What follows belongs to an exercise in optimizing a design on an open flow for small area; a production flow would make more cautious choices.
RTL that was checked went through simulation tests only; none was proved equivalent to the original.
For runs 2 to 6, only the layout was checked, not whether the RTL still works.
Power figures rest on the tool's default switching activity, not on a simulated workload.

`design/flow/design.v`:
```
`default_nettype	none
module	seqcordic (
		input	wire			i_clk, i_reset, i_stb,
		input	wire	signed	[15:0]	i_yval,
		input	wire		[31:0]	i_nphase,	 
		output	reg			o_done,
		output	reg	[4:0]		o_cnt,
		output	reg	signed	[18:0]	o_xv, o_yv
	);
	reg	signed	[29:0]	ph;
	wire	[29:0]		cangle;
	wire			idle, load, dir;
	wire	[2:0]		q;
	wire			swap, neg;
	wire	[16:0]		ny;
	wire	[18:0]		ey, xs, ys, xn, yn;
	wire	[29:0]		phn;
	assign	idle = (o_cnt == 0);
	assign	load = i_stb && idle;
	assign	q    = i_nphase[31:29];
	assign	swap = q[1] ^ q[0];
	assign	neg  = q[2] ^ (q[1] | q[0]);
	cneg #(17) negy({ i_yval[15], i_yval }, neg, ny);
	assign	ey   = { ny, 2'b00 };
	assign	cangle =
		  ({(30){o_cnt == 5'd1}} & 30'h12e4051d)
		| ({(30){o_cnt == 5'd2}} & 30'h9fb385b)
		| ({(30){o_cnt == 5'd3}} & 30'h51111d4)
		| ({(30){o_cnt == 5'd4}} & 30'h28b0d43)
		| ({(30){o_cnt == 5'd5}} & 30'h145d7e1)
		| ({(30){o_cnt == 5'd6}} & 30'ha2f61e)
		| ({(30){o_cnt == 5'd7}} & 30'h517c55)
		| ({(30){o_cnt == 5'd8}} & 30'h28be53)
		| ({(30){o_cnt == 5'd9}} & 30'h145f2e)
		| ({(30){o_cnt == 5'd10}} & 30'ha2f98)
		| ({(30){o_cnt == 5'd11}} & 30'h517cc)
		| ({(30){o_cnt == 5'd12}} & 30'h28be6)
		| ({(30){o_cnt == 5'd13}} & 30'h145f3)
		| ({(30){o_cnt == 5'd14}} & 30'ha2f9)
		| ({(30){o_cnt == 5'd15}} & 30'h517c)
		| ({(30){o_cnt == 5'd16}} & 30'h28be)
		| ({(30){o_cnt == 5'd17}} & 30'h145f);
	assign	xs = o_xv >>> o_cnt;
	assign	ys = o_yv >>> o_cnt;
	assign	dir = ph[29];
	add_csel #(19, 10) ax(o_xv, ys ^ {(19){!dir}}, !dir, xn);
	add_csel #(19, 10) ay(o_yv, xs ^ {(19){ dir}},  dir, yn);
	add_bk #(30, 5) ap(ph, cangle ^ {(30){!dir}}, !dir, phn);
	always @(posedge i_clk)
	if (load)
	begin
		o_xv <= swap ? ey : 19'h0;
		o_yv <= swap ? 19'h0 : ey;
		ph   <= i_nphase[29:0];
	end else begin
		o_xv <= xn;
		o_yv <= yn;
		ph   <= phn;
	end
	always @(posedge i_clk)
	if (i_reset)
		o_cnt <= 0;
	else if (idle)
		o_cnt <= { 4'h0, i_stb };
	else if (o_cnt == 19)
		o_cnt <= 0;
	else
		o_cnt <= o_cnt + 1;
	always @(posedge i_clk)
	if (i_reset)
		o_done <= 1'b0;
	else
		o_done <= (o_cnt == 19);
endmodule
module	add_rip #(parameter N = 16) (
		input	wire	[N-1:0]	i_a, i_b,
		input	wire		i_c,
		output	wire	[N-1:0]	o_s,
		output	wire		o_c
	);
	wire	[N:0]	c;
	genvar	k;
	assign	c[0] = i_c;
	generate for(k=0; k<N; k=k+1)
	begin : CARRY
		assign	c[k+1] = (i_a[k] & i_b[k]) | (c[k] & (i_a[k] ^ i_b[k]));
	end endgenerate
	assign	o_s = i_a ^ i_b ^ c[N-1:0];
	assign	o_c = c[N];
endmodule
module	add_csel #(parameter N = 24, L = 12) (
		input	wire	[N-1:0]	i_a, i_b,
		input	wire		i_c,
		output	wire	[N-1:0]	o_s
	);
	wire	[L-1:0]		sl;
	wire	[N-L-1:0]	s0, s1;
	wire			cl, c0, c1;
	add_rip #(L)   lo(i_a[L-1:0], i_b[L-1:0], i_c,  sl, cl);
	add_rip #(N-L) h0(i_a[N-1:L], i_b[N-1:L], 1'b0, s0, c0);
	add_rip #(N-L) h1(i_a[N-1:L], i_b[N-1:L], 1'b1, s1, c1);
	assign	o_s = { cl ? s1 : s0, sl };
endmodule
module	cneg #(parameter N = 17) (
		input	wire	[N-1:0]	i_v,
		input	wire		i_n,
		output	wire	[N-1:0]	o_v
	);
	wire	[N-1:0]	p;
	wire	[N:0]	c;
	genvar	k;
	assign	p = i_v ^ {(N){i_n}};
	assign	c[0] = i_n;
	generate for(k=0; k<N; k=k+1)
	begin : CARRY
		assign	c[k+1] = c[k] & p[k];
	end endgenerate
	assign	o_v = p ^ c[N-1:0];
endmodule
module	add_bk #(parameter N = 32, L = 5) (
		input	wire	[N-1:0]	i_a, i_b,
		input	wire		i_c,
		output	wire	[N-1:0]	o_s
	);
	wire	[N-1:0]		g0, p0;
	genvar	l, k;
	assign	g0 = (i_a & i_b) | ({ {(N-1){1'b0}}, i_c } & (i_a ^ i_b));
	assign	p0 = i_a ^ i_b;
	generate for(l=0; l<2*L-1; l=l+1)
	begin : LVL
		localparam	D = (l < L) ? (1<<l) : (1<<(2*L-2-l));
		wire	[N-1:0]	gi, pi, g, p;
		if (l == 0)
		begin : FIRST
			assign	gi = g0;
			assign	pi = p0;
		end else begin : NEXT
			assign	gi = LVL[l-1].g;
			assign	pi = LVL[l-1].p;
		end
		for(k=0; k<N; k=k+1)
		begin : BIT
			if ((l < L) ? ((k % (2*D)) == (2*D-1))
				: ((k >= 3*D-1) && (((k - (3*D-1)) % (2*D)) == 0)))
			begin : NODE_G
				assign	g[k] = gi[k] | (pi[k] & gi[k-D]);
				assign	p[k] = pi[k] & pi[k-D];
			end else begin : PASS_G
				assign	g[k] = gi[k];
				assign	p[k] = pi[k];
			end
		end
	end endgenerate
	assign	o_s = p0 ^ { LVL[2*L-2].g[N-2:0], i_c };
endmodule
`default_nettype	none
module	seqpolar (
		input	wire			i_clk, i_reset, i_stb,
		input	wire	signed	[15:0]	i_xval, i_yval,
		output	reg			o_done,
		output	reg		[31:0]	o_phase
	);
	reg		[22:0]	xv;
	reg	signed	[23:0]	yv;
	reg		[31:0]	ph;
	wire		[31:0]	cangle;
	reg			idle, dir0, phc;
	reg		[4:0]	state;
	wire			pre_valid, last_state, below, nx, pm, cl, ch;
	wire		[16:0]	ax, ay;
	wire	signed	[23:0]	ys, xs, yn;
	wire		[22:0]	xn;
	wire		[15:0]	pl, phh;
	assign	pre_valid  = !idle && (state == 0);
	assign	last_state = (state >= 30);
	assign	nx = i_xval[15];
	cneg #(17) negx({ i_xval[15], i_xval }, nx, ax);
	cneg #(17) negy({ i_yval[15], i_yval }, nx, ay);
	always @(posedge i_clk)
	if (i_reset)
		idle <= 1'b1;
	else if ((i_stb)&&(idle))
		idle <= 1'b0;
	else if (last_state)
		idle <= 1'b1;
	always @(posedge i_clk)
	if (i_reset)
		state <= 0;
	else if (idle)
		state <= 0;
	else if (last_state)
		state <= 0;
	else
		state <= state + 1;
	assign	cangle =
		  ({(32){state == 5'd0}} & 32'h20000000)
		| ({(32){state == 5'd1}} & 32'h12e4051d)
		| ({(32){state == 5'd2}} & 32'h9fb385b)
		| ({(32){state == 5'd3}} & 32'h51111d4)
		| ({(32){state == 5'd4}} & 32'h28b0d43)
		| ({(32){state == 5'd5}} & 32'h145d7e1)
		| ({(32){state == 5'd6}} & 32'ha2f61e)
		| ({(32){state == 5'd7}} & 32'h517c55)
		| ({(32){state == 5'd8}} & 32'h28be53)
		| ({(32){state == 5'd9}} & 32'h145f2e)
		| ({(32){state == 5'd10}} & 32'ha2f98)
		| ({(32){state == 5'd11}} & 32'h517cc)
		| ({(32){state == 5'd12}} & 32'h28be6)
		| ({(32){state == 5'd13}} & 32'h145f3)
		| ({(32){state == 5'd14}} & 32'ha2f9)
		| ({(32){state == 5'd15}} & 32'h517c)
		| ({(32){state == 5'd16}} & 32'h28be)
		| ({(32){state == 5'd17}} & 32'h145f)
		| ({(32){state == 5'd18}} & 32'ha2f)
		| ({(32){state == 5'd19}} & 32'h517)
		| ({(32){state == 5'd20}} & 32'h28b)
		| ({(32){state == 5'd21}} & 32'h145)
		| ({(32){state == 5'd22}} & 32'ha2)
		| ({(32){state == 5'd23}} & 32'h51)
		| ({(32){state == 5'd24}} & 32'h28)
		| ({(32){state == 5'd25}} & 32'h14)
		| ({(32){state == 5'd26}} & 32'ha)
		| ({(32){state == 5'd27}} & 32'h5)
		| ({(32){state == 5'd28}} & 32'h2)
		| ({(32){state == 5'd29}} & 32'h1);
	assign	below = pre_valid ? dir0 : yv[23];
	assign	xs = { 1'b0, xv } >> state;
	assign	ys = yv >>> state;
	add_csel #(23, 12) axv(xv, ys[22:0] ^ {(23){ below}},  below, xn);
	add_csel #(24, 12) ayv(yv, xs ^ {(24){!below}}, !below, yn);
	assign	pm = below && !last_state;
	add_rip #(16) apl(ph[15:0],  cangle[15:0]  ^ {(16){pm}}, pm,  pl, cl);
	add_rip #(16) aph(ph[31:16], cangle[31:16] ^ {(16){pm}}, phc, phh, ch);
	always @(posedge i_clk)
	if ((i_stb)&&(idle))
	begin
		xv   <= { ax, 6'h0 };
		yv   <= { ay[16], ay, 6'h0 };
		ph   <= { nx, 31'h0 };
		phc  <= 1'b0;
		dir0 <= i_xval[15] ^ i_yval[15];
	end else begin
		xv  <= xn;
		yv  <= yn;
		ph  <= { phh, pl };
		phc <= cl;
	end
	always @(posedge i_clk)
	if (i_reset)
		o_done <= 1'b0;
	else
		o_done <= last_state;
	always @(posedge i_clk)
	if (i_reset)
		o_phase <= 0;
	else if (last_state)
		o_phase <= { phh, pl };
endmodule
`default_nettype	none
module	dblcordicpll (
		input	wire			i_clk,
		input	wire			i_reset,
		input	wire			i_ld,
		input	wire	[31:0]		i_step,
		input	wire			i_ce,
		input	wire	signed	[15:0]	i_input,
		input	wire	[4:0]		i_lgcoeff,
		output	wire	[15:0]		o_err
	);
	reg	[31:0]		r_phase, r_step;
	wire			pm_done;
	wire	[4:0]		pm_cnt;
	wire	[18:0]		pm_xv, pm_yv;
	reg	[15:0]		fil_sin, fil_cos, tripl_sin, tripl_cos;
	reg	[2:0]		shift_ce;
	wire			pd_done;
	wire	[31:0]		pd_phase;
	seqcordic
	phasemultiply(i_clk, i_reset, i_ce, i_input, ~r_phase,
			pm_done, pm_cnt, pm_xv, pm_yv);
	wire	[15:0]	ts, tc;
	tripler	tsin(pm_yv, fil_sin, ts);
	tripler	tcos(pm_xv, fil_cos, tc);
	always @(posedge i_clk)
	if (pm_cnt == 18)
	begin
		tripl_sin <= ts;
		tripl_cos <= tc;
	end
	always @(posedge i_clk)
	if (i_reset)
		shift_ce <= 0;
	else
		shift_ce <= { shift_ce[1:0], pm_done };
	wire		lsat = (i_lgcoeff == 0) || i_lgcoeff[4];
	wire	[16:0]	dsin = { tripl_sin, 1'b0 }, dcos = { tripl_cos, 1'b0 };
	wire	[16:0]	hsin = $signed(dsin) >>> i_lgcoeff[3:0];
	wire	[16:0]	hcos = $signed(dcos) >>> i_lgcoeff[3:0];
	wire	[15:0]	usin = lsat ? {(16){tripl_sin[15]}} : hsin[15:0];
	wire	[15:0]	ucos = lsat ? {(16){tripl_cos[15]}} : hcos[15:0];
	wire	[15:0]	nfsin, nfcos;
	add_csel #(16, 8) afs(fil_sin, usin, 1'b0, nfsin);
	add_csel #(16, 8) afc(fil_cos, ucos, 1'b0, nfcos);
	always @(posedge i_clk)
	if (i_reset)
	begin
		fil_sin <= 0;
		fil_cos <= 0;
	end else if (shift_ce[1])
	begin
		fil_sin <= nfsin;
		fil_cos <= nfcos;
	end
	seqpolar
	phasedet(i_clk, i_reset, shift_ce[2], fil_cos, fil_sin,
			pd_done, pd_phase);
	wire	[5:0]	log_beta = { i_lgcoeff, 1'b0 } + 6'd2;
	reg	[5:0]	sj;
	reg	[4:0]	scnt;
	reg		sact, sb;
	wire	[5:0]	sidx = sact ? sj : log_beta;
	wire		sf = sidx[5] ? pd_phase[31] : pd_phase[sidx[4:0]];
	wire		sbin = sact && sb;
	wire		sdiff = r_step[0] ^ sf ^ sbin;
	wire		sbout = (!r_step[0] && (sf || sbin)) || (sf && sbin);
	always @(posedge i_clk)
	if (i_reset)
		r_step <= 0;
	else if (i_ld)
		r_step <= i_step;
	else if (pd_done || sact)
		r_step <= { sdiff, r_step[31:1] };
	always @(posedge i_clk)
	if (i_reset || i_ld)
		sact <= 1'b0;
	else if (pd_done)
		sact <= 1'b1;
	else if (scnt == 31)
		sact <= 1'b0;
	always @(posedge i_clk)
	begin
		sb <= sbout;
		sj <= (sidx[5]) ? sidx : (sidx + 1);
		scnt <= (sact) ? (scnt + 1) : 5'd1;
	end
	wire	signed	[31:0]	phase_correction;
	wire	[31:0]		npc, csa_s, pnew;
	wire	[32:0]		csa_c;
	assign	phase_correction = $signed(pd_phase) >>> i_lgcoeff;
	assign	npc   = ~phase_correction;
	assign	csa_s = r_phase ^ r_step ^ npc;
	assign	csa_c = { (r_phase & r_step) | (r_phase & npc) | (r_step & npc), 1'b1 };
	assign	pnew = csa_s + csa_c[31:0];
	always @(posedge i_clk)
	if (i_reset)
		r_phase <= 0;
	else if (pd_done)
		r_phase <= pnew;
	assign	o_err = pd_phase[31:16];
endmodule
module	tripler (
		input	wire	[18:0]	i_v,
		input	wire	[15:0]	i_f,
		output	wire	[15:0]	o_t
	);
	wire	[15:0]	r, d;
	wire		c0, c1, c2;
	add_rip #(16) ar(i_v[18:3], 16'h0, i_v[2] & (i_v[3] | i_v[1] | i_v[0]),
			r, c0);
	add_rip #(16) ad(r, ~i_f, 1'b1, d, c1);
	add_rip #(16) at(d, { d[15], d[15:1] }, 1'b0, o_t, c2);
endmodule
module	add_csel4 #(parameter N = 32, B = 8) (
		input	wire	[N-1:0]	i_a, i_b,
		output	wire	[N-1:0]	o_s
	);
	wire	[B-1:0]	s0, s1a, s1b, s2a, s2b, s3a, s3b;
	wire		c0, c1a, c1b, c2a, c2b, c3a, c3b, c1, c2;
	add_rip #(B) b0 (i_a[B-1:0],     i_b[B-1:0],     1'b0, s0,  c0);
	add_rip #(B) b1a(i_a[2*B-1:B],   i_b[2*B-1:B],   1'b0, s1a, c1a);
	add_rip #(B) b1b(i_a[2*B-1:B],   i_b[2*B-1:B],   1'b1, s1b, c1b);
	add_rip #(B) b2a(i_a[3*B-1:2*B], i_b[3*B-1:2*B], 1'b0, s2a, c2a);
	add_rip #(B) b2b(i_a[3*B-1:2*B], i_b[3*B-1:2*B], 1'b1, s2b, c2b);
	add_rip #(B) b3a(i_a[4*B-1:3*B], i_b[4*B-1:3*B], 1'b0, s3a, c3a);
	add_rip #(B) b3b(i_a[4*B-1:3*B], i_b[4*B-1:3*B], 1'b1, s3b, c3b);
	assign	c1 = c0 ? c1b : c1a;
	assign	c2 = c1 ? c2b : c2a;
	assign	o_s = { c2 ? s3b : s3a, c1 ? s2b : s2a, c0 ? s1b : s1a, s0 };
endmodule
```
`design/flow/run.sh`:
```
#!/bin/bash
# synth_recipe.tcl (not shown) runs the flow's synth.tcl, then flattens the netlist and writes it again
# the make line also repeats each setting of config.mk as NAME=value (left out here)
make -C /OpenROAD-flow-scripts/flow DESIGN_CONFIG=/design/flow/config.mk WORK_HOME=/design/flow/orfs CLKGATE_MAP_FILE= SYNTH_SCRIPT=/design/flow/synth_recipe.tcl finish
```
`design/flow/config.mk`:
```
export PLATFORM = sky130hd
export DESIGN_NAME = dblcordicpll
export DESIGN_NICKNAME = dblcordicpll
export VERILOG_FILES = /design/flow/design.v
export SDC_FILE = /design/flow/constraint.sdc
export NUM_CORES = 4
export LEC_CHECK = 0
export ABC_AREA = 1
export CAP_MARGIN = 20
export CORE_MARGIN = 2
export CORE_UTILIZATION = 40
export SLEW_MARGIN = 20
```
`design/flow/constraint.sdc`:
```
create_clock -name core_clock -period 10.0 [get_ports {i_clk}]
set_input_delay 2.0000 -clock core_clock [delete_from_list [all_inputs] [get_ports {i_clk}]]
set_output_delay 2.0000 -clock core_clock [all_outputs]
set_load 0.01 [all_outputs]
```
==> reports/metrics.cfg, run 1 <==
[routing]
top_layer_used = met4
dr.pass1.iters = 6
wl_met2_um = 41780
m1WireLength_um = 42860
finalWirelength_um = 93210
drtIter0Drc = 2066
route.met3.wl_um = 5394
wl_per_cell_um = 17.73
vias = 27210
vias_per_cell = 5.174
drc = 0
ant_nets = 0

[place]
gp_routability_congestion = 0.9367
port_buffers = 72
dp_hpwl_um = 73270

[timing]
relSlewSlack = 0.3218
fin_skew_ns = 0.02890
fin_crit_sh = 0.9326
setup-violations-final = 0
maxSlewViolCount = 0
max_clock_freq_mhz = 107.2
setup_tns_ns = 0
finalCriticalPeriod_ns = 9.326
worst_pin_slew_ns = 1.017
rsz0062_at_grt = false
hold_viol_final = 0

[clock_network]
clk_latency_ns = 0.59
hold_buffers = 0
post_cts_buffers = 0
path_clk_slew_ns = 0.06
ctsResizeCount = 0
cts-root-buf = clkbuf_16
cts_sinks = 338
cts_tree = done
cts_inserted_buffers = 43
cts_htree_levels = 2
clock_path_buffers = 3

[synth]
syn_nets = 4696
yosysUniqueCellTypes = 69
ys.flop_type = dfxtp_1
synthCells = 4239
yosysWarnings = 3
synthTopCellsByArea = dfxtp_1 20%, fa_1 13%, nand2_1 9.6%
avgSynthCellArea_sq_um = 7.263
synth_area_sq_mm = 0.03079
ys_seq_area_frac = 0.2305
synth_edf_count = 33
async_flop_share = 0
synth_largest_area_cell = dfxtp_1
synth_top_area_share = 0.1983
ys_seq_elements = 338

[global_route]
grt_pass1_vias = 26230
grt-ovfl-total = 0
grt_pass1_wl_um = 147400
antenna_found_initial = 1
grt_use_total = 0.2370
grt_max_degree = 76

[finish]
antenna_cells = 0
num-nets-final = 4652
n_fill_cell = 7895
final_layout_size_suffix_gt1_frac = 0.05203
syn_to_final_growth_pct = 9.440

[power_and_ir_drop]
power_frac_clock = 0.174
p_per_area_mw_per_mm2 = 279.0
p_sw_mw = 4.192
switching_share = 0.4460
intPower_mw = 5.209
power_mw = 9.401
ir_worst_vdd_mv = 0.1171
p_comb_frac = 0.599
power_frac_seq = 0.227
leakage_nw = 16.39

[floorplan]
start_util = 0.4047
die_area_sq_mm = 0.07921
dieHeight_um = 281.4
fp.coreArea_sq_mm = 0.07608
rows = 101
ios = 73
fp.dieW_um = 281.4

[worst_setup_path]
cp-end-kind = register
worstSetupStartpointType = register
cp_slowest_cell = fa_1
cp.arrival_ns = 9.76
cp.required_ns = 10.43
slowest_delay_ns = 0.46
critPathMostFrequentCell = fa_1
worstSetupPathType = register to register
crit_fanout = 44

[hold_path]
hold_path.class = register to register

[status]
outcome = timing/DRC/antenna clean

[run]
drv_cap = 0

flip-flops by register name, summed over array words and instances, names as in the netlist, 6 cells and up:
register	count
phasedet.o_phase	32
phasedet.ph	32
r_phase	32
r_step	32
phasemultiply.ph	30
phasedet.yv	24
phasedet.xv	23
phasemultiply.o_xv	19
phasemultiply.o_yv	19
fil_cos	16
fil_sin	16
tripl_cos	16
tripl_sin	16
sj	6
Yosys cell counts (15+ instances only):
master and number:
a31oi_1 33, o211ai_1 20, dfxtp_1 305, nand3_1 129
nand2_1 786, nor2_1 289, nand4_1 19, inv_1 618
buf_2 46, mux2i_1 36, inv_2 26, buf_1 19
xor2_1 192, a21o_1 15, o21ai_1 16, o22ai_1 54
buf_4 26, xnor2_1 68, ha_1 206, edfxtp_1 33
a211oi_1 16, o21ai_0 553, clkbuf_1 122, a21oi_1 202
fa_1 194, nor3_1 49
cells by family (layout without fill, tap and decap cells):
logic type / Yosys count / count (layout) / synth area share
flip-flops: 338 / 338 / 0.2305
multiplexers: 36 / 36 / 0.01170
buffers and inverters: 870 / 859 / 0.1133
XOR/XNOR: 262 / 262 / 0.07502
AND/OR/NAND/NOR: 1340 / 1340 / 0.1811
AO/OA/AOI/OAI: 993 / 993 / 0.1785
adder cells (fa/ha/maj): 400 / 400 / 0.2099
critical path, delay by kind of cell (launching register included):
kind	cells	cell delay, ns
xor gates and xnor gates	3	0.56
and+or+nand+nor	6	1.03
DFF	1	0.34
AOI/OAI and AO/OA	1	0.07
adders and majority gates	16	6.28
buffers and inverters	6	0.88
layout make-up:
class | instances | area, sq um | share of cell area
flip-flops and latches | 338 | 7102 | 0.2108
repair buffers | 132 | 1169 | 0.03468
clock buffers | 65 | 1311 | 0.03892
multi-input cells | 3031 | 20230 | 0.6003
well taps | 1030 | 1289 | 0.03825
inverters | 649 | 2444 | 0.07252
clock inverters | 13 | 152.6 | 0.004530
power by group through the flow:
stage                     Clock (mW)  Combinational, mW  Sequential (mW)
final                           1.63               5.64             2.13
after global routing            1.73               6.60             2.17
after CTS                       1.67               5.69             2.13
after detailed placement           0               5.66             2.16
after global placement             0               5.57             2.16
after floorplan                    0               4.44             2.04
stage by stage:
step / utilization / cells / instance area, sq um / hold WS (ns) / setup slack, ns
2_1_floorplan: - / 4239 / 30790 / 0.3836 / 1.082
3_3_place_gp: 0.4237 / 5180 / 32230 / 0.3929 / 0.8011
3_5_place_dp: 0.4237 / 5180 / 32230 / 0.3978 / 0.7260
4_1_cts: 0.4429 / 5258 / 33690 / 0.4072 / 0.6529
5_1_grt: 0.4429 / 5258 / 33690 / 0.4315 / 0.1420
6_report: 0.4429 / 5258 / 33690 / 0.4054 / 0.6742
final timing paths:
kind	start	endpoint	slack (ns)	depth (start not counted)
setup / recovery	phasedet.state[1]	phasedet.ph[31]	0.67	32
hold / removal	shift_ce[0]	shift_ce[1]	0.41	2
setup reg to reg	phasedet.state[1]	phasedet.ph[31]	0.67	32
hold reg to reg	shift_ce[0]	shift_ce[1]	0.41	2
cells in the final DEF, fill, tap and decap left out, types with 45 or more instances in the layout:
cell type          n
xor2_1           191
o22ai_1           54
xnor2_1           68
fa_1             194
nor3_1            49
inv_1            617
a21oi_1          202
dfxtp_1          301
nand3_1          129
buf_4             59
nor2_1           287
clkbuf_16         45
clkdlybuf4s50_1   69
nand2_1          786
o21ai_0          553
ha_1             206
metal layers:
metal / global-route usage / vias to the layer above
met5: 0 / -
met4: 0.08020 / 0
met3: 0.03571 / 160
met2: 0.3807 / 727
met1: 0.3248 / 12660
li1: - / 13650
==> run 2: changes to the inputs <==
--- a/design/flow/design.v
+++ b/design/flow/design.v
@@ -45,7 +45,7 @@
 	assign	dir = ph[29];
 	add_csel #(19, 10) ax(o_xv, ys ^ {(19){!dir}}, !dir, xn);
 	add_csel #(19, 10) ay(o_yv, xs ^ {(19){ dir}},  dir, yn);
-	add_bk #(30, 5) ap(ph, cangle ^ {(30){!dir}}, !dir, phn);
+	add_bk #(30) ap(ph, cangle ^ {(30){!dir}}, !dir, phn);
 	always @(posedge i_clk)
 	if (load)
 	begin
@@ -117,11 +117,12 @@
 	end endgenerate
 	assign	o_v = p ^ c[N-1:0];
 endmodule
-module	add_bk #(parameter N = 32, L = 5) (
+module	add_bk #(parameter N = 32) (
 		input	wire	[N-1:0]	i_a, i_b,
 		input	wire		i_c,
 		output	wire	[N-1:0]	o_s
 	);
+	localparam	L = $clog2(N);
 	wire	[N-1:0]		g0, p0;
 	genvar	l, k;
 	assign	g0 = (i_a & i_b) | ({ {(N-1){1'b0}}, i_c } & (i_a ^ i_b));
--- a/design/flow/config.mk
+++ b/design/flow/config.mk
@@ -5,7 +5,6 @@
 export SDC_FILE = /design/flow/constraint.sdc
 export NUM_CORES = 4
 export LEC_CHECK = 0
-export ABC_AREA = 1
 export CAP_MARGIN = 20
 export CORE_MARGIN = 2
 export CORE_UTILIZATION = 40
==> reports/metrics.cfg, run 2 <==
[status]
outcome = timing/DRC/antenna clean

[power_and_ir_drop]
p_comb_frac = 0.619
leakage_nw = 14.88
p_per_area_mw_per_mm2 = 286.2
p_sw_mw = 4.292
ir_worst_vdd_mv = 0.1417
power_frac_seq = 0.225
switching_share = 0.4330
intPower_mw = 5.621
power_frac_clock = 0.156

[floorplan]
die_area_sq_mm = 0.08174
start_util = 0.4030
ios = 73
rows = 103
dieHeight_um = 285.9
fp.coreArea_sq_mm = 0.07887
fp.dieW_um = 285.9

[place]
port_buffers = 72
place_ws_ns = 0.5723
dp_hpwl_um = 66030
gp_routability_congestion = 0.9060

[timing]
finalCriticalPeriod_ns = 9.317
hold_viol_final = 0
rsz0062_at_grt = false
relSlewSlack = 0.3052
setup_slack_ns = 0.6831
fin_crit_sh = 0.9317
maxSlewViolCount = 0
setup_tns_ns = 0
max_clock_freq_mhz = 107.3
setup-violations-final = 0
worst_pin_slew_ns = 1.042
fin_skew_ns = 0.03242

[clock_network]
cts-root-buf = clkbuf_16
cts_sinks = 338
clk_latency_ns = 0.59
clock_path_buffers = 3
cts_inserted_buffers = 42
cts_htree_levels = 2
cts_tree = done
path_clk_slew_ns = 0.06

[routing]
ant_nets = 0
drc = 0
drtIter0Drc = 2076
vias_per_cell = 5.397
wl_per_cell_um = 18.11
dr.pass1.iters = 7
vias = 25990
finalWirelength_um = 87240

[global_route]
grt_max_degree = 79
grt_pass1_wl_um = 140700
grt-ovfl-total = 0
grt_use_total = 0.2142
antenna_found_initial = 2
grt_pass1_vias = 25460

[synth]
synth_top_area_share = 0.1921
syn_nets = 4278
avgSynthCellArea_sq_um = 8.319
synth_most_common_cell = nor2_1
synthCells = 3821
synth_area_sq_mm = 0.03179
synth_edf_count = 33
synthTopCellsByArea = dfxtp_1 19%, fa_1 12%, ha_1 8.1%
yosysWarnings = 3
ys_seq_area_frac = 0.2233
ys.flop_type = dfxtp_1
yosysUniqueCellTypes = 77
synth.top_cells.by_count = 388 x nor2_1, 366 x inv_1, 363 x a21oi_1
synth_largest_area_cell = dfxtp_1
ys_seq_elements = 338
async_flop_share = 0

[worst_setup_path]
cp.required_ns = 10.49
cp-end-kind = register
timing.rr.start = phasedet.state[3]
worstSetupStartpointType = register
slowest_delay_ns = 0.61
critPathMostFrequentCell = fa_1
worstSetupPathType = register to register
crit_family = adder cells
cp_slowest_cell = mux2i_4
cp.arrival_ns = 9.81
startpoint = phasedet.state[3]
crit_fanout = 15
critPathBufInv = 3

[finish]
final_common_cell = nor2_1
final_layout_size_suffix_gt1_frac = 0.07676
utilization = 0.4392
layout_common_cells = 386 x nor2_1, 365 x inv_1, 363 x a21oi_1
num-nets-final = 4191
syn_to_final_growth_pct = 8.966

[hold_path]
hold_path.class = register to register
min_from = scnt[0]

[run]
drv_cap = 0

-- run 2: cell count changes in the layout (fill, tap and decap cells not counted), moves of 41 or more --
cell      before  now
o21ai_0      553  242
nand2_1      786  332
a21oi_1      202  363
mux4_2         0   61
nor2_1       287  386
nand2b_1       0   41
mux2_2         0   44
nand3_1      129   49
nor2b_1        0   42
inv_1        617  365
xnor2_1       68  183
a211oi_1      16   87
mux2i_1       36  186
xor2_1       191  111
-- run 2: final timing paths --
| check | end | slack, ns | cells past startpoint |
|---|---|---|---|
| setup / recovery | phasedet.yv[22] | 0.68 | 30 |
| hold / removal | scnt[0] | 0.42 | 1 |
| setup reg to reg | phasedet.yv[22] | 0.68 | 30 |
| hold reg to reg | scnt[0] | 0.42 | 1 |
-- run 2: per-layer routing --
layer | wire [um] | track usage | part of all wire
met5 | 8 | 0 | 0.000092
met2 | 40800 | 0.3535 | 0.47
met4 | 2907 | 0.07003 | 0.033
met3 | 4823 | 0.02799 | 0.055
met1 | 38700 | 0.2900 | 0.44
-- run 2: cell type report --
type                    instances  area [sq um]
diodes                          1         2.502
clock buffers                  57          1177
clock inverters                18         197.7
fillers                      7977         44230
inverters                     375          1408
multi-input cells            2838         22230
flip-flops and latches        338          7114
well taps                    1050          1314
repair buffers                139          1199
-- run 2: per-stage QoR --
| stage | cells | instance area [sq um] | power, mW | hold WS, ns |
|---|---|---|---|---|
| CTS | 4815 | 34630 | 10.02 | 0.4170 |
| finish | 4816 | 34640 | 9.914 | 0.4154 |
| floorplan | 3821 | 31790 | 6.984 | 0.3839 |
| detailed placement | 4740 | 33250 | 8.413 | 0.4024 |
| global route | 4816 | 34640 | 11.00 | 0.4324 |
| global placement | 4740 | 33250 | 8.260 | 0.3969 |
-- run 2: repair_timing --
item                                    CTS  global route
endpoints found under the setup margin    0             3
hold buffers                              0             0
buffers inserted                          0             0
gates resized for setup                   0             1
-- run 2: worst register-to-register path, delay by kind of cell, from the launching register on --
| family | cells | cell delay, ns |
|---|---|---|
| simple gates | 5 | 0.84 |
| fa+ha+maj | 12 | 5.01 |
| flops | 1 | 0.31 |
| buf+inv | 3 | 0.44 |
| mux | 2 | 0.90 |
| compound gates | 8 | 1.71 |
-- run 2: power by group through the flow --
stage	sequential, mW	combinational (mW)	clock (mW)
after floorplan	2.09	4.90	0
after global placement	2.25	6.01	0
after detailed placement	2.25	6.16	0
after CTS	2.22	6.20	1.59
after global routing	2.27	7.10	1.64
final	2.23	6.13	1.55
-- run 2: kinds of logic after synthesis --
kind of cell             Yosys count  synth area share
flip-flops                       338            0.2233
XOR/XNOR                         295           0.08128
adder cells (fa/ha/maj)          400            0.2033
AND/OR/NAND/NOR                  953            0.1287
buffers and inverters            645           0.07908
AO/OA/AOI/OAI                    897            0.1663
multiplexers                     293            0.1180
==> run 3: changes to the inputs <==
--- a/design/flow/design.v
+++ b/design/flow/design.v
@@ -40,12 +40,12 @@
 		| ({(30){o_cnt == 5'd15}} & 30'h517c)
 		| ({(30){o_cnt == 5'd16}} & 30'h28be)
 		| ({(30){o_cnt == 5'd17}} & 30'h145f);
-	assign	xs = o_xv >>> o_cnt;
+	assign	xs = (o_cnt == 18) ? 19'sh0 : (o_xv >>> o_cnt);
 	assign	ys = o_yv >>> o_cnt;
 	assign	dir = ph[29];
 	add_csel #(19, 10) ax(o_xv, ys ^ {(19){!dir}}, !dir, xn);
 	add_csel #(19, 10) ay(o_yv, xs ^ {(19){ dir}},  dir, yn);
-	add_bk #(30) ap(ph, cangle ^ {(30){!dir}}, !dir, phn);
+	add_bk #(30, 5) ap(ph, cangle ^ {(30){!dir}}, !dir, phn);
 	always @(posedge i_clk)
 	if (load)
 	begin
@@ -117,12 +117,11 @@
 	end endgenerate
 	assign	o_v = p ^ c[N-1:0];
 endmodule
-module	add_bk #(parameter N = 32) (
+module	add_bk #(parameter N = 32, L = 5) (
 		input	wire	[N-1:0]	i_a, i_b,
 		input	wire		i_c,
 		output	wire	[N-1:0]	o_s
 	);
-	localparam	L = $clog2(N);
 	wire	[N-1:0]		g0, p0;
 	genvar	l, k;
 	assign	g0 = (i_a & i_b) | ({ {(N-1){1'b0}}, i_c } & (i_a ^ i_b));
@@ -162,14 +161,16 @@
 		output	reg		[31:0]	o_phase
 	);
 	reg		[22:0]	xv;
-	reg	signed	[23:0]	yv;
+	reg		[27:0]	yh;
 	reg		[31:0]	ph;
 	wire		[31:0]	cangle;
 	reg			idle, dir0, phc;
 	reg		[4:0]	state;
 	wire			pre_valid, last_state, below, nx, pm, cl, ch;
 	wire		[16:0]	ax, ay;
-	wire	signed	[23:0]	ys, xs, yn;
+	wire		[27:0]	ys, yr, xm;
+	wire		[22:0]	tmask;
+	genvar			k;
 	wire		[22:0]	xn;
 	wire		[15:0]	pl, phh;
 	assign	pre_valid  = !idle && (state == 0);
@@ -224,11 +225,15 @@
 		| ({(32){state == 5'd27}} & 32'h5)
 		| ({(32){state == 5'd28}} & 32'h2)
 		| ({(32){state == 5'd29}} & 32'h1);
-	assign	below = pre_valid ? dir0 : yv[23];
-	assign	xs = { 1'b0, xv } >> state;
-	assign	ys = yv >>> state;
+	assign	below = pre_valid ? dir0 : yh[27];
+	assign	ys = $signed(yh) >>> { state, 1'b0 };
+	generate for(k=0; k<23; k=k+1)
+	begin : TMASK
+		assign	tmask[k] = (state <= k);
+	end endgenerate
+	assign	xm = { 5'h0, xv & tmask };
 	add_csel #(23, 12) axv(xv, ys[22:0] ^ {(23){ below}},  below, xn);
-	add_csel #(24, 12) ayv(yv, xs ^ {(24){!below}}, !below, yn);
+	add_csel #(28, 14) ayv(yh, xm ^ {(28){!below}}, !below, yr);
 	assign	pm = below && !last_state;
 	add_rip #(16) apl(ph[15:0],  cangle[15:0]  ^ {(16){pm}}, pm,  pl, cl);
 	add_rip #(16) aph(ph[31:16], cangle[31:16] ^ {(16){pm}}, phc, phh, ch);
@@ -236,13 +241,13 @@
 	if ((i_stb)&&(idle))
 	begin
 		xv   <= { ax, 6'h0 };
-		yv   <= { ay[16], ay, 6'h0 };
+		yh   <= { {(5){ay[16]}}, ay, 6'h0 };
 		ph   <= { nx, 31'h0 };
 		phc  <= 1'b0;
 		dir0 <= i_xval[15] ^ i_yval[15];
 	end else begin
 		xv  <= xn;
-		yv  <= yn;
+		yh  <= { yr[27], yr[25:0], 1'b0 };
 		ph  <= { phh, pl };
 		phc <= cl;
 	end
@@ -279,41 +284,43 @@
 	seqcordic
 	phasemultiply(i_clk, i_reset, i_ce, i_input, ~r_phase,
 			pm_done, pm_cnt, pm_xv, pm_yv);
-	wire	[15:0]	ts, tc;
-	tripler	tsin(pm_yv, fil_sin, ts);
-	tripler	tcos(pm_xv, fil_cos, tc);
+	wire		tsel = (pm_cnt == 19);
+	wire	[15:0]	tr;
+	tripler	trip(tsel ? pm_yv : pm_xv, tsel ? fil_sin : fil_cos, tr);
 	always @(posedge i_clk)
 	if (pm_cnt == 18)
-	begin
-		tripl_sin <= ts;
-		tripl_cos <= tc;
-	end
+		tripl_cos <= tr;
+	always @(posedge i_clk)
+	if (tsel)
+		tripl_sin <= tr;
 	always @(posedge i_clk)
 	if (i_reset)
 		shift_ce <= 0;
 	else
 		shift_ce <= { shift_ce[1:0], pm_done };
-	wire		lsat = (i_lgcoeff == 0) || i_lgcoeff[4];
-	wire	[16:0]	dsin = { tripl_sin, 1'b0 }, dcos = { tripl_cos, 1'b0 };
-	wire	[16:0]	hsin = $signed(dsin) >>> i_lgcoeff[3:0];
-	wire	[16:0]	hcos = $signed(dcos) >>> i_lgcoeff[3:0];
-	wire	[15:0]	usin = lsat ? {(16){tripl_sin[15]}} : hsin[15:0];
-	wire	[15:0]	ucos = lsat ? {(16){tripl_cos[15]}} : hcos[15:0];
-	wire	[15:0]	nfsin, nfcos;
-	add_csel #(16, 8) afs(fil_sin, usin, 1'b0, nfsin);
-	add_csel #(16, 8) afc(fil_cos, ucos, 1'b0, nfcos);
+	reg	[4:0]	lg_d;
+	always @(posedge i_clk)
+		lg_d <= i_lgcoeff;
+	wire	[4:0]	lgf = shift_ce[1] ? i_lgcoeff : lg_d;
+	wire	[15:0]	tsrc = shift_ce[1] ? tripl_cos : tripl_sin;
+	wire	[15:0]	fsrc = shift_ce[1] ? fil_cos : fil_sin;
+	wire		lsat = (lgf == 0) || lgf[4];
+	wire	[16:0]	hsrc = $signed({ tsrc, 1'b0 }) >>> lgf[3:0];
+	wire	[15:0]	usrc = lsat ? {(16){tsrc[15]}} : hsrc[15:0];
+	wire	[15:0]	nfil;
+	add_csel #(16, 8) afil(fsrc, usrc, 1'b0, nfil);
 	always @(posedge i_clk)
 	if (i_reset)
-	begin
-		fil_sin <= 0;
 		fil_cos <= 0;
-	end else if (shift_ce[1])
-	begin
-		fil_sin <= nfsin;
-		fil_cos <= nfcos;
-	end
+	else if (shift_ce[1])
+		fil_cos <= nfil;
+	always @(posedge i_clk)
+	if (i_reset)
+		fil_sin <= 0;
+	else if (shift_ce[2])
+		fil_sin <= nfil;
 	seqpolar
-	phasedet(i_clk, i_reset, shift_ce[2], fil_cos, fil_sin,
+	phasedet(i_clk, i_reset, shift_ce[2], fil_cos, nfil,
 			pd_done, pd_phase);
 	wire	[5:0]	log_beta = { i_lgcoeff, 1'b0 } + 6'd2;
 	reg	[5:0]	sj;
@@ -351,7 +358,7 @@
 	assign	npc   = ~phase_correction;
 	assign	csa_s = r_phase ^ r_step ^ npc;
 	assign	csa_c = { (r_phase & r_step) | (r_phase & npc) | (r_step & npc), 1'b1 };
-	assign	pnew = csa_s + csa_c[31:0];
+	add_bk #(32, 5) aph(csa_s, csa_c[31:0], 1'b0, pnew);
 	always @(posedge i_clk)
 	if (i_reset)
 		r_phase <= 0;
--- a/design/flow/config.mk
+++ b/design/flow/config.mk
@@ -5,6 +5,7 @@
 export SDC_FILE = /design/flow/constraint.sdc
 export NUM_CORES = 4
 export LEC_CHECK = 0
+export ABC_AREA = 1
 export CAP_MARGIN = 20
 export CORE_MARGIN = 2
 export CORE_UTILIZATION = 40
==> reports/metrics.cfg, run 3 <==
[status]
outcome = timing/DRC/antenna clean

[clock_network]
path_clk_slew_ns = 0.06
cts_sinks = 346
cts_htree_levels = 2
post_cts_buffers = 0
cts_inserted_buffers = 44
clock_path_buffers = 3
cts-root-buf = clkbuf_16
hold_buffers = 0
cts_tree = done
clk_latency_ns = 0.59
ctsResizeCount = 0

[timing]
fin_skew_ns = 0.03238
maxSlewViolCount = 0
rsz0062_at_grt = false
hold_viol_final = 0
max_clock_freq_mhz = 108.6
setup_tns_ns = 0
fin_crit_sh = 0.9207
finalCriticalPeriod_ns = 9.207
hold_slack_ns = 0.4016
setup-violations-final = 0
worst_pin_slew_ns = 0.8394
relSlewSlack = 0.4404

[synth]
ys_seq_area_frac = 0.2530
synthTopCellsByArea = dfxtp_1 22%, fa_1 12%, o21ai_0 9.5%
syn_nets = 4301
avgSynthCellArea_sq_um = 7.377
yosysUniqueCellTypes = 61
synth_edf_count = 33
synth_top_area_share = 0.2184
synth_most_common_cell = nand2_1
synth.top_cells.by_count = 720 x nand2_1, 557 x inv_1, 543 x o21ai_0
async_flop_share = 0
synth_largest_area_cell = dfxtp_1
synth_area_sq_mm = 0.02869
synthCells = 3889
yosysWarnings = 3
ys_seq_elements = 346
ys.flop_type = dfxtp_1

[worst_setup_path]
worstSetupStartpointType = primary input
cp_slowest_cell = clkdlybuf4s50_1
crit_fanout = 12
crit_family = adder cells
critPathMostFrequentCell = fa_1
worstSetupPathType = primary input to register
slowest_delay_ns = 0.52
critPathBufInv = 8
cp.arrival_ns = 9.66
cp.required_ns = 10.45
cp-end-kind = register

[global_route]
antenna_found_initial = 0
grt-ovfl-total = 0
grt_pass1_vias = 24300
grt_use_total = 0.2247
grt_max_degree = 85
grt_pass1_wl_um = 133500

[hold_path]
hold_path.class = register to register

[floorplan]
ios = 73
fp.dieW_um = 271.8
start_util = 0.4027
dieHeight_um = 271.8
fp.coreArea_sq_mm = 0.07124
die_area_sq_mm = 0.07388
rows = 98

[place]
gp_routability_congestion = 0.9725
dp_hpwl_um = 64730
port_buffers = 72

[run]
drv_cap = 0

[power_and_ir_drop]
leakage_nw = 14.75
p_per_area_mw_per_mm2 = 294.8
ir_worst_vdd_mv = 0.2177

[finish]
syn_to_final_growth_pct = 10.21
antenna_cells = 0
final_layout_size_suffix_gt1_frac = 0.05517
final_common_cell = nand2_1
num-nets-final = 4274
layout_common_cells = 720 x nand2_1, 554 x inv_1, 543 x o21ai_0

[routing]
ant_nets = 0
drtIter0Drc = 2084
drc = 0
vias = 24960
wl_per_cell_um = 17.16
dr.pass1.iters = 5
vias_per_cell = 5.150
finalWirelength_um = 83160

[run 3: cell count changes in the layout (fill, tap and decap cells not counted), sizes merged, moves of 57 or more]
cell | before | now
xor2 | 111 | 194
a211oi | 87 | 30
inv | 374 | 579
nor2 | 389 | 259
xnor2 | 184 | 63
mux2i | 187 | 30
a21oi | 363 | 178
nand2 | 333 | 723
mux4 | 61 | 0
o21ai | 248 | 562
[run 3: final cells by class]
cell class	instances	area [sq um]
well taps	950	1189
flip-flops and latches	346	7262
inverters	580	2178
fillers	7280	39620
clock buffers	56	1227
repair buffers	134	1176
multi-input cells	2756	18360
clock inverters	25	224.0
[run 3: kinds of logic after synthesis]
family          count (synthesis)  share of synthesized area
compound gates                932                     0.1816
xor+xnor                      257                    0.07846
fa+ha+maj                     355                     0.2004
buf+inv                       787                     0.1079
flops                         346                     0.2530
mux                            30                    0.01047
simple gates                 1182                     0.1683
[run 3: final timing paths]
kind	endpoint	slack, ns	start	cells after the start
worst min register to register	shift_ce[0]	0.40	phasemultiply.o_done	2
worst min-delay path	shift_ce[0]	0.40	phasemultiply.o_done	2
worst max-delay path	phasedet.yh[25]	0.79	i_lgcoeff[3]	34
worst max register to register	phasedet.xv[22]	0.82	phasedet.state[0]	38
[run 3: routing by layer]
layer	vias to the layer above	part of all wire	global-route usage
met3	115	0.052	0.02310
met4	0	0.024	0.06116
met5	-	0	0
met1	11600	0.48	0.3219
li1	12570	-	-
met2	680	0.45	0.3600
[run 3: where the power goes]
| group | internal (mW) | leakage (nW) | switching (mW) |
|---|---|---|---|
| combinational | 2.35 | 11.2 | 3.21 |
| clock | 0.947 | 0.705 | 0.666 |
| sequential | 1.91 | 2.89 | 0.235 |
[run 3: through the flow]
step                setup slack, ns  power [mW]  utilization  cells  area (sq um)
detailed placement           0.2300       7.747       0.4234   4766         30170
floorplan                    0.9249       6.448            -   3889         28690
global placement             0.2731       7.671       0.4233   4765         30160
CTS                          0.8086       9.431       0.4438   4847         31620
finish                       0.7931       9.320       0.4438   4847         31620
global route                 0.1431       10.38       0.4438   4847         31620
[run 3: worst register-to-register path, delay by kind of cell, from the launching register on]
| kind | cells | cell delay [ns] |
|---|---|---|
| flip-flops | 1 | 0.34 |
| adder cells (fa/ha/maj) | 12 | 4.97 |
| AO/OA/AOI/OAI | 9 | 1.66 |
| buffers and inverters | 2 | 0.36 |
| XOR/XNOR | 3 | 0.53 |
| AND/OR/NAND/NOR | 12 | 1.18 |
==> run 4: changes to the inputs <==
--- a/design/flow/config.mk
+++ b/design/flow/config.mk
@@ -8,5 +8,5 @@
 export ABC_AREA = 1
 export CAP_MARGIN = 20
 export CORE_MARGIN = 2
-export CORE_UTILIZATION = 40
+export CORE_UTILIZATION = 65
 export SLEW_MARGIN = 20
==> reports/metrics.cfg, run 4 <==
[status]
outcome = timing/DRC/antenna clean

[hold_path]
hold_path.class = register to register
whs_endpoint = shift_ce[1]
hold_depth = 2
min_from = shift_ce[0]

[floorplan]
rows = 76
dieHeight_um = 214.1
fp.dieW_um = 214.1
start_util = 0.6616
ios = 73
die_area_sq_mm = 0.04583
fp.coreArea_sq_mm = 0.04336

[finish]
final_common_cell = nand2_1
n_fill_cell = 3367
final_layout_size_suffix_gt1_frac = 0.05201
num-nets-final = 4264
layout_common_cells = 720 x nand2_1, 554 x inv_1, 543 x o21ai_0
antenna_cells = 0
syn_to_final_growth_pct = 8.313
area.sequential_sq_mm = 0.007262
multi_input_comb_area_sq_mm = 0.01836

[power_and_ir_drop]
p_per_area_mw_per_mm2 = 307.2
ir_worst_vdd_mv = 0.3356
leakage_nw = 14.67

[worst_setup_path]
crit_fanout = 18
cp_slowest_cell = fa_1
timing.rr.start = phasemultiply.o_cnt[2]
reg2reg_to = tripl_sin[14]
critPathBufInv = 6
startpoint = phasemultiply.o_cnt[2]
cp.required_ns = 10.45
rrSetupSlack_ns = 0.54
crit_family = adder cells
worstSetupPathType = register to register
worstSetupStartpointType = register
cp.arrival_ns = 9.91
cp-end-kind = register
critPathMostFrequentCell = fa_1
reg2regPathDepth = 31
slowest_delay_ns = 0.54

[clock_network]
clk_latency_ns = 0.58
cts_sinks = 346
hold_buffers = 0
cts_htree_levels = 2
cts-root-buf = clkbuf_16
cts_inserted_buffers = 40
ctsResizeCount = 0
clock_path_buffers = 3
path_clk_slew_ns = 0.06
post_cts_buffers = 0
cts_tree = done

[global_route]
grt_pass1_wl_um = 137600
grt_pass1_vias = 26640
antenna_found_initial = 1
grt_use_total = 0.3705
grt_max_degree = 92
grt-ovfl-total = 0

[synth]
synth_most_common_cell = nand2_1
synth_top_area_share = 0.2184
yosysUniqueCellTypes = 61
ys_seq_elements = 346
yosysWarnings = 3
synth.top_cells.by_count = 720 x nand2_1, 557 x inv_1, 543 x o21ai_0
ys_seq_area_frac = 0.2530
synth_area_sq_mm = 0.02869
avgSynthCellArea_sq_um = 7.377
synth_edf_count = 33
ys.flop_type = dfxtp_1
async_flop_share = 0
synth_largest_area_cell = dfxtp_1
synthTopCellsByArea = dfxtp_1 22%, fa_1 12%, o21ai_0 9.5%
syn_nets = 4301
synthCells = 3889

[routing]
dr.pass1.iters = 8
vias = 26540
wl_per_cell_um = 19.18
drtIter0Drc = 2556
finalWirelength_um = 85720
drc = 0
vias_per_cell = 5.938
ant_nets = 0

[timing]
fin_skew_ns = 0.02495
max_clock_freq_mhz = 105.7
finalCriticalPeriod_ns = 9.459
worst_pin_slew_ns = 0.9052
setup_slack_ns = 0.5409
relSlewSlack = 0.3965
setup_tns_ns = 0
hold_viol_final = 0
setup-violations-final = 0
fin_crit_sh = 0.9459
maxSlewViolCount = 0
rsz0062_at_grt = false

[run]
drv_cap = 0

[place]
dp_hpwl_um = 64960
place_ws_ns = 0.02143
port_buffers = 72
gp_routability_congestion = 0.9655

==> run 4: cell counts after synthesis <==
Identical to the previous run, type by type.
==> run 4: power breakdown <==
part	total [mW]	switching (mW)	internal, mW
Sequential	2.14	0.231	1.91
Combinational	5.84	3.44	2.40
Clock	1.56	0.648	0.914
Total	9.55	4.32	5.23
==> run 4: worst max-delay path by stage <==
| stage | cells past startpoint | endpoint |
|---|---|---|
| after floorplan | 44 | phasedet.xv[22] |
| after global placement | 35 | phasedet.yh[24] |
| after detailed placement | 35 | phasedet.yh[23] |
| after CTS | 38 | phasedet.xv[22] |
| after global routing | 38 | phasedet.xv[22] |
| final | 31 | tripl_sin[14] |
==> run 4: worst min-delay path, cell delays in order, from the launching register on <==
cell and delay, ns:
dfxtp_1 0.30, inv_1 0.04, nor2_1 0.03
==> run 4: layout make-up <==
class	count	share of cell area
tap	585	0.02356
sequential	346	0.2337
clock inverter	20	0.007449
clock buffer	54	0.03688
multi-input combinational	2756	0.5909
timing repair buffer	128	0.03749
inverter	580	0.07006
==> run 4: metal layers <==
metal | share of wire | GRT usage | vias to the layer above
met5 | 0 | 0 | -
met4 | 0.052 | 0.1861 | 0
met3 | 0.068 | 0.04965 | 275
met2 | 0.48 | 0.6348 | 1168
met1 | 0.40 | 0.4596 | 12570
li1 | - | - | 12530
==> run 4: cell families (layout without fill, tap and decap cells) <==
kind of cell | after synthesis | count (layout) | share of synthesized area
AND/OR/NAND/NOR | 1182 | 1182 | 0.1683
AO/OA/AOI/OAI | 932 | 932 | 0.1816
buffers and inverters | 787 | 782 | 0.1079
adder cells (fa/ha/maj) | 355 | 355 | 0.2004
flip-flops | 346 | 346 | 0.2530
XOR/XNOR | 257 | 257 | 0.07846
multiplexers | 30 | 30 | 0.01047
==> run 4: per-stage QoR <==
| step | utilization | total power, mW | instance area (sq um) | std cells | hold slack (ns) |
|---|---|---|---|---|---|
| after floorplan | - | 6.448 | 28690 | 3889 | 0.3834 |
| after global placement | 0.6841 | 7.422 | 29660 | 4393 | 0.3858 |
| after detailed placement | 0.6846 | 7.882 | 29680 | 4394 | 0.3903 |
| after CTS | 0.7164 | 9.518 | 31060 | 4468 | 0.3990 |
| after global routing | 0.7166 | 10.40 | 31070 | 4469 | 0.4183 |
| final | 0.7166 | 9.546 | 31070 | 4469 | 0.3990 |
==> run 5: changes to the inputs <==
--- a/design/flow/design.v
+++ b/design/flow/design.v
@@ -161,14 +161,15 @@
 		output	reg		[31:0]	o_phase
 	);
 	reg		[22:0]	xv;
-	reg		[27:0]	yh;
+	reg		[27:4]	yh;
 	reg		[31:0]	ph;
 	wire		[31:0]	cangle;
 	reg			idle, dir0, phc;
 	reg		[4:0]	state;
 	wire			pre_valid, last_state, below, nx, pm, cl, ch;
 	wire		[16:0]	ax, ay;
-	wire		[27:0]	ys, yr, xm;
+	wire		[27:0]	ys, xm;
+	wire		[27:3]	yr;
 	wire		[22:0]	tmask;
 	genvar			k;
 	wire		[22:0]	xn;
@@ -226,14 +227,14 @@
 		| ({(32){state == 5'd28}} & 32'h2)
 		| ({(32){state == 5'd29}} & 32'h1);
 	assign	below = pre_valid ? dir0 : yh[27];
-	assign	ys = $signed(yh) >>> { state, 1'b0 };
+	assign	ys = $signed({ yh, 4'h0 }) >>> { state, 1'b0 };
 	generate for(k=0; k<23; k=k+1)
 	begin : TMASK
 		assign	tmask[k] = (state <= k);
 	end endgenerate
 	assign	xm = { 5'h0, xv & tmask };
 	add_csel #(23, 12) axv(xv, ys[22:0] ^ {(23){ below}},  below, xn);
-	add_csel #(28, 14) ayv(yh, xm ^ {(28){!below}}, !below, yr);
+	add_csel #(25, 12) ayv({ yh, 1'b0 }, xm[27:3] ^ {(25){!below}}, !below, yr);
 	assign	pm = below && !last_state;
 	add_rip #(16) apl(ph[15:0],  cangle[15:0]  ^ {(16){pm}}, pm,  pl, cl);
 	add_rip #(16) aph(ph[31:16], cangle[31:16] ^ {(16){pm}}, phc, phh, ch);
@@ -241,13 +242,13 @@
 	if ((i_stb)&&(idle))
 	begin
 		xv   <= { ax, 6'h0 };
-		yh   <= { {(5){ay[16]}}, ay, 6'h0 };
+		yh   <= { {(5){ay[16]}}, ay, 2'h0 };
 		ph   <= { nx, 31'h0 };
 		phc  <= 1'b0;
 		dir0 <= i_xval[15] ^ i_yval[15];
 	end else begin
 		xv  <= xn;
-		yh  <= { yr[27], yr[25:0], 1'b0 };
+		yh  <= { yr[27], yr[25:3] };
 		ph  <= { phh, pl };
 		phc <= cl;
 	end
--- a/design/flow/config.mk
+++ b/design/flow/config.mk
@@ -8,5 +8,7 @@
 export ABC_AREA = 1
 export CAP_MARGIN = 20
 export CORE_MARGIN = 2
-export CORE_UTILIZATION = 65
+export CORE_UTILIZATION = 40
+export CTS_BUF_LIST = sky130_fd_sc_hd__clkbuf_2 sky130_fd_sc_hd__clkbuf_4
+export CTS_CLUSTER_SIZE = 30
 export SLEW_MARGIN = 20
==> reports/metrics.cfg, run 5 <==
[finish]
fin_area_sq_mm = 0.03100
final_common_cell = nand2_1
multi_input_comb_area_sq_mm = 0.01799
final_layout_size_suffix_gt1_frac = 0.07433
layout_common_cells = 657 x nand2_1, 561 x o21ai_0, 554 x inv_1
area.sequential_sq_mm = 0.007202
syn_to_final_growth_pct = 9.803
n_fill_cell = 7326
num-nets-final = 4256
utilization = 0.4434
fin_cells = 4857

[worst_setup_path]
worstSetupStartpointType = register
cp.required_ns = 10.69
crit_fanout = 23
startpoint = phasemultiply.o_cnt[4]
cp.arrival_ns = 10.07
cp-end-kind = register
rrSetupSlack_ns = 0.62
crit_family = adder cells
critPathBufInv = 7
worstSetupPathType = register to register
timing.rr.start = phasemultiply.o_cnt[4]
setup.worst_path.end = tripl_cos[14]
slowest_delay_ns = 0.56
reg2reg_to = tripl_cos[14]
critPathMostFrequentCell = fa_1
cp_slowest_cell = o32ai_1
reg2regPathDepth = 30
worst-path-stages = 30

[floorplan]
ios = 73
rows = 97
dieHeight_um = 269.7
fp.dieW_um = 269.7
die_area_sq_mm = 0.07272
start_util = 0.4039
fp.coreArea_sq_mm = 0.06991

[power_and_ir_drop]
ir_worst_vdd_mv = 0.1626
p_per_area_mw_per_mm2 = 280.1
power_mw = 8.684
leakage_nw = 14.70

[timing]
setup_tns_ns = 0
fin_skew_ns = 0.07222
setup_slack_ns = 0.6192
worst_pin_slew_ns = 0.9972
hold_slack_ns = 0.4073
maxSlewViolCount = 0
rsz0062_at_grt = false
max_clock_freq_mhz = 106.6
relSlewSlack = 0.3352
fin_crit_sh = 0.9381
setup-violations-final = 0
finalCriticalPeriod_ns = 9.381
hold_viol_final = 0

[synth]
synth_area_sq_mm = 0.02823
async_flop_share = 0
synth_most_common_cell = nand2_1
synth_edf_count = 33
yosysUniqueCellTypes = 57
synthCells = 3812
synthTopCellsByArea = dfxtp_1 22%, fa_1 12%, o21ai_0 9.9%
syn_nets = 4222
synth.top_cells.by_count = 657 x nand2_1, 561 x o21ai_0, 557 x inv_1
synth_largest_area_cell = dfxtp_1
synth_top_area_share = 0.2198
ys_seq_elements = 343
yosysWarnings = 3
ys.flop_type = dfxtp_1
ys_seq_area_frac = 0.2549
avgSynthCellArea_sq_um = 7.406

[place]
placed_cell_area_sq_mm = 0.02973
gp_routability_congestion = 0.9487
dp_hpwl_um = 62980
port_buffers = 72
dp.cells = 4681
place_ws_ns = 0.3099

[clock_network]
cts-root-buf = clkbuf_4
cts_inserted_buffers = 103
post_cts_buffers = 0
cts_htree_levels = 3
clk_latency_ns = 0.89
clock_path_buffers = 3
ctsResizeCount = 0
cts_tree = done
hold_buffers = 0
path_clk_slew_ns = 0.06
cts_sinks = 343

[global_route]
grt_use_total = 0.2238
grt_pass1_vias = 24000
antenna_found_initial = 5
grt_pass1_wl_um = 131500
grt-ovfl-total = 0
grt_max_degree = 98

[hold_path]
hold_path.class = register to register

[routing]
drc = 0
drtIter0Drc = 1947
vias_per_cell = 5.119
dr.pass1.iters = 7
vias = 24860
wl_per_cell_um = 16.86
finalWirelength_um = 81890
ant_nets = 0

[status]
outcome = timing/DRC/antenna clean

[run]
drv_cap = 0

## run 5: cells by family (layout without fill, tap and decap cells)
logic type,Yosys count,after routing,share of synthesized area
xor+xnor,246,246,0.07632
simple gates,1101,1101,0.1596
flops,343,343,0.2549
other cells,0,2,0
mux,42,42,0.01494
compound gates,947,947,0.1833
buf+inv,780,883,0.1087
fa+ha+maj,353,353,0.2022
## run 5: worst min-delay path by stage
stage                         startpoint           to  cells after the start
finish              phasemultiply.o_done  shift_ce[0]                      2
CTS                 phasemultiply.o_done  shift_ce[0]                      2
global route        phasemultiply.o_done  shift_ce[0]                      2
global placement             shift_ce[0]  shift_ce[1]                      2
floorplan                        scnt[0]      scnt[0]                      1
detailed placement           shift_ce[0]  shift_ce[1]                      2
## run 5: per-layer routing
metal / global-route usage / routed length (um) / vias up / share of wire
met4: 0.06725 / 2070 / 4 / 0.025
li1: - / - / 12490 / -
met2: 0.3576 / 36600 / 680 / 0.45
met1: 0.3144 / 39390 / 11550 / 0.48
met5: 0 / 22 / - / 0.00027
met3: 0.02966 / 3809 / 134 / 0.047
## run 5: worst reg2reg max path, delay by kind of cell (launching register included)
kind	cells	cell delay [ns]
fa+ha+maj	18	6.76
compound gates	2	0.64
flops	1	0.31
simple gates	3	0.52
buf+inv	7	1.00
## run 5: power by group
part / switching, mW / leakage (nW) / internal (mW)
clock network: 0.650 / 0.750 / 0.708
logic: 3.00 / 11.1 / 2.22
registers: 0.230 / 2.86 / 1.88
total: 3.88 / 14.7 / 4.81
## run 5: layout make-up
| type | instances | area share |
|---|---|---|
| clock inverters | 30 | 0.005852 |
| clock buffers | 144 | 0.03487 |
| inverters | 572 | 0.06926 |
| repair buffers | 137 | 0.03923 |
| flip-flops and latches | 343 | 0.2323 |
| diodes | 2 | 0.0001614 |
| multi-input cells | 2689 | 0.5804 |
| well taps | 940 | 0.03794 |
==> run 6: changes to the inputs <==
--- a/design/flow/config.mk
+++ b/design/flow/config.mk
@@ -9,6 +9,5 @@
 export CAP_MARGIN = 20
 export CORE_MARGIN = 2
 export CORE_UTILIZATION = 40
-export CTS_BUF_LIST = sky130_fd_sc_hd__clkbuf_2 sky130_fd_sc_hd__clkbuf_4
-export CTS_CLUSTER_SIZE = 30
+export CTS_BUF_LIST = sky130_fd_sc_hd__clkbuf_4
 export SLEW_MARGIN = 20
==> reports/metrics.cfg, run 6 <==
[floorplan]
ios = 73
dieHeight_um = 269.7
fp.coreArea_sq_mm = 0.06991
die_area_sq_mm = 0.07272
fp.dieW_um = 269.7
rows = 97
start_util = 0.4039

[global_route]
grtUsageMet3 = 0.02966
grt_pass1_vias = 24000
gr-max-usage-layer = met2
grt_max_degree = 98
grt_use_total = 0.2238
grt_pass1_wl_um = 131500
grt-ovfl-total = 0
gr-usage-met2 = 0.3576
grt_util_met1 = 0.3144
antenna_found_initial = 5

[synth]
ys_seq_area_frac = 0.2549
synthCells = 3812
synth_largest_area_cell = dfxtp_1
synth_top_area_share = 0.2198
yosysUniqueCellTypes = 57
synth_edf_count = 33
yosysWarnings = 3
synth_area_sq_mm = 0.02823
ys.flop_type = dfxtp_1
synth.top_cells.by_count = 657 x nand2_1, 561 x o21ai_0, 557 x inv_1
async_flop_share = 0
ys_seq_elements = 343
avgSynthCellArea_sq_um = 7.406
synthTopCellsByArea = dfxtp_1 22%, fa_1 12%, o21ai_0 9.9%
synth_most_common_cell = nand2_1
syn_nets = 4222

[routing]
finalWirelength_um = 81890
drtIter0Drc = 1947
drc = 0
vias_per_cell = 5.119
vias = 24860
wl_per_cell_um = 16.86
ant_nets = 0
dr.pass1.iters = 7

[status]
outcome = timing/DRC/antenna clean

[timing]
worst_pin_slew_ns = 0.9972
setup-violations-final = 0
relSlewSlack = 0.3352
fin_crit_sh = 0.9381
setup_tns_ns = 0
fin_skew_ns = 0.07222
finalCriticalPeriod_ns = 9.381
rsz0062_at_grt = false
max_clock_freq_mhz = 106.6
hold_viol_final = 0
maxSlewViolCount = 0

[worst_setup_path]
crit_fanout = 23
cp.required_ns = 10.69
worstSetupPathType = register to register
critPathMostFrequentCell = fa_1
worstSetupStartpointType = register
reg2reg_to = tripl_cos[14]
startpoint = phasemultiply.o_cnt[4]
cp-end-kind = register
timing.rr.start = phasemultiply.o_cnt[4]
slowest_delay_ns = 0.56
reg2regPathDepth = 30
cp_slowest_cell = o32ai_1
rrSetupSlack_ns = 0.62
cp.arrival_ns = 10.07
setup.worst_path.end = tripl_cos[14]

[power_and_ir_drop]
leakage_nw = 14.70
p_per_area_mw_per_mm2 = 280.1
power_mw = 8.684
ir_worst_vdd_mv = 0.1626

[clock_network]
cts_inserted_buffers = 103
hold_buffers = 0
cts-root-buf = clkbuf_4
ctsResizeCount = 0
cts_sinks = 343
post_cts_buffers = 0
clk_latency_ns = 0.89
cts_tree = done
path_clk_slew_ns = 0.06
clock_path_buffers = 3
cts_htree_levels = 3

[finish]
num-nets-final = 4256
syn_to_final_growth_pct = 9.803
fin_area_sq_mm = 0.03100
layout_common_cells = 657 x nand2_1, 561 x o21ai_0, 554 x inv_1
n_fill_cell = 7326
final_common_cell = nand2_1
final_layout_size_suffix_gt1_frac = 0.07433

[place]
placed_cell_area_sq_mm = 0.02973
dp_hpwl_um = 62980
gp_routability_congestion = 0.9487
port_buffers = 72

[run]
drv_cap = 0

[hold_path]
hold_path.class = register to register
min_from = phasemultiply.o_done

==> run 6: cell counts after synthesis <==
Identical to the previous run, type by type.
==> run 6: power breakdown <==
part	internal [mW]	switching [mW]
Combinational	2.22	3.00
Clock	0.708	0.650
Sequential	1.88	0.230
==> run 6: kinds of logic (layout without fill, tap and decap cells) <==
group | Yosys count | count (layout) | synth area share
flops | 343 | 343 | 0.2549
simple gates | 1101 | 1101 | 0.1596
mux | 42 | 42 | 0.01494
buf+inv | 780 | 883 | 0.1087
other cells | 0 | 2 | 0
compound gates | 947 | 947 | 0.1833
fa+ha+maj | 353 | 353 | 0.2022
xor+xnor | 246 | 246 | 0.07632
==> run 6: per-layer routing <==
layer | up-vias | part of all wire
li1 | 12490 | -
met1 | 11550 | 0.48
met2 | 680 | 0.45
met3 | 134 | 0.047
met4 | 4 | 0.025
met5 | - | 0.00027
==> run 6: area by class of cell <==
type                    instances  area [sq um]  area share
clock buffers                 144          1081     0.03487
repair buffers                137          1216     0.03923
well taps                     940          1176     0.03794
multi-input cells            2689         17990      0.5804
flip-flops and latches        343          7202      0.2323
inverters                     572          2147     0.06926
diodes                          2         5.005   0.0001614
clock inverters                30         181.4    0.005852
==> run 6: metrics by stage <==
stage | setup slack, ns | std cells | hold slack, ns | utilization
final | 0.6192 | 4857 | 0.4073 | 0.4434
after global routing | 0.2987 | 4857 | 0.4209 | 0.4434
after CTS | 0.7064 | 4855 | 0.4086 | 0.4434
after detailed placement | 0.3099 | 4681 | 0.3886 | 0.4253
after global placement | 0.3004 | 4681 | 0.3824 | 0.4253
after floorplan | 1.061 | 3812 | 0.3834 | -
==> run 6: worst min path at each step <==
stage	to	slack, ns	cells past startpoint
final	shift_ce[0]	0.41	2
after global placement	shift_ce[1]	0.38	2
after floorplan	scnt[0]	0.38	1
after global routing	shift_ce[0]	0.42	2
after detailed placement	shift_ce[1]	0.39	2
after CTS	shift_ce[0]	0.41	2
==> run 6: worst max-delay path: cells and delay by family, from the launching register on <==
| family | cells | cell delay [ns] |
|---|---|---|
| flops | 1 | 0.31 |
| buf+inv | 7 | 1.00 |
| simple gates | 3 | 0.52 |
| compound gates | 2 | 0.64 |
| fa+ha+maj | 18 | 6.75 |

==> afterwards: timing with drivers on the ports <==
No port has a modelled driver above. Below, the same layouts with a new extraction and two added sets of constraints. Step 1 (the two cells are an assumption about what drives the block):
set clk [get_ports {i_clk}]
set_driving_cell -lib_cell sky130_fd_sc_hd__clkbuf_16 $clk
set_driving_cell -lib_cell sky130_fd_sc_hd__buf_2 [delete_from_list [all_inputs] $clk]
Step 2, shift: input delay + t, output delay - t, t = (earliest + latest rising clock arrival at the registers) / 2. This alone moves slack from input paths to output paths. Slacks: ideal ports / drivers / drivers and shift; pairs: ideal ports / drivers.
| run | t (ns) | setup slack, ns | hold slack, ns | clock arrival spread, ns | pins driven straight from the clock port |
|---|---|---|---|---|---|
| run 1 | 0.637 | 0.674 / 0.674 / 0.674 | 0.405 / 0.405 / 0.405 | 0.035 / 0.035 | 1 |
| run 2 | 0.633 | 0.683 / 0.683 / 0.683 | 0.415 / 0.415 / 0.415 | 0.033 / 0.033 | 1 |
| run 3 | 0.639 | 0.793 / 0.823 / 0.195 | 0.402 / 0.402 / 0.402 | 0.033 / 0.033 | 1 |
| run 4 | 0.634 | 0.541 / 0.541 / -0.028 | 0.399 / 0.399 / 0.399 | 0.026 / 0.026 | 1 |
| run 5 | 0.914 | 0.619 / 0.619 / 0.293 | 0.407 / 0.407 / 0.407 | 0.074 / 0.075 | 1 |
| run 6 | 0.914 | 0.619 / 0.619 / 0.293 | 0.407 / 0.407 / 0.407 | 0.074 / 0.075 | 1 |
Met with ideal ports but missed after step 2: setup timing in run 4. For run 3, which loses most, drivers alone change the setup slack by +0.030 ns; drivers and shift together by -0.598 ns.
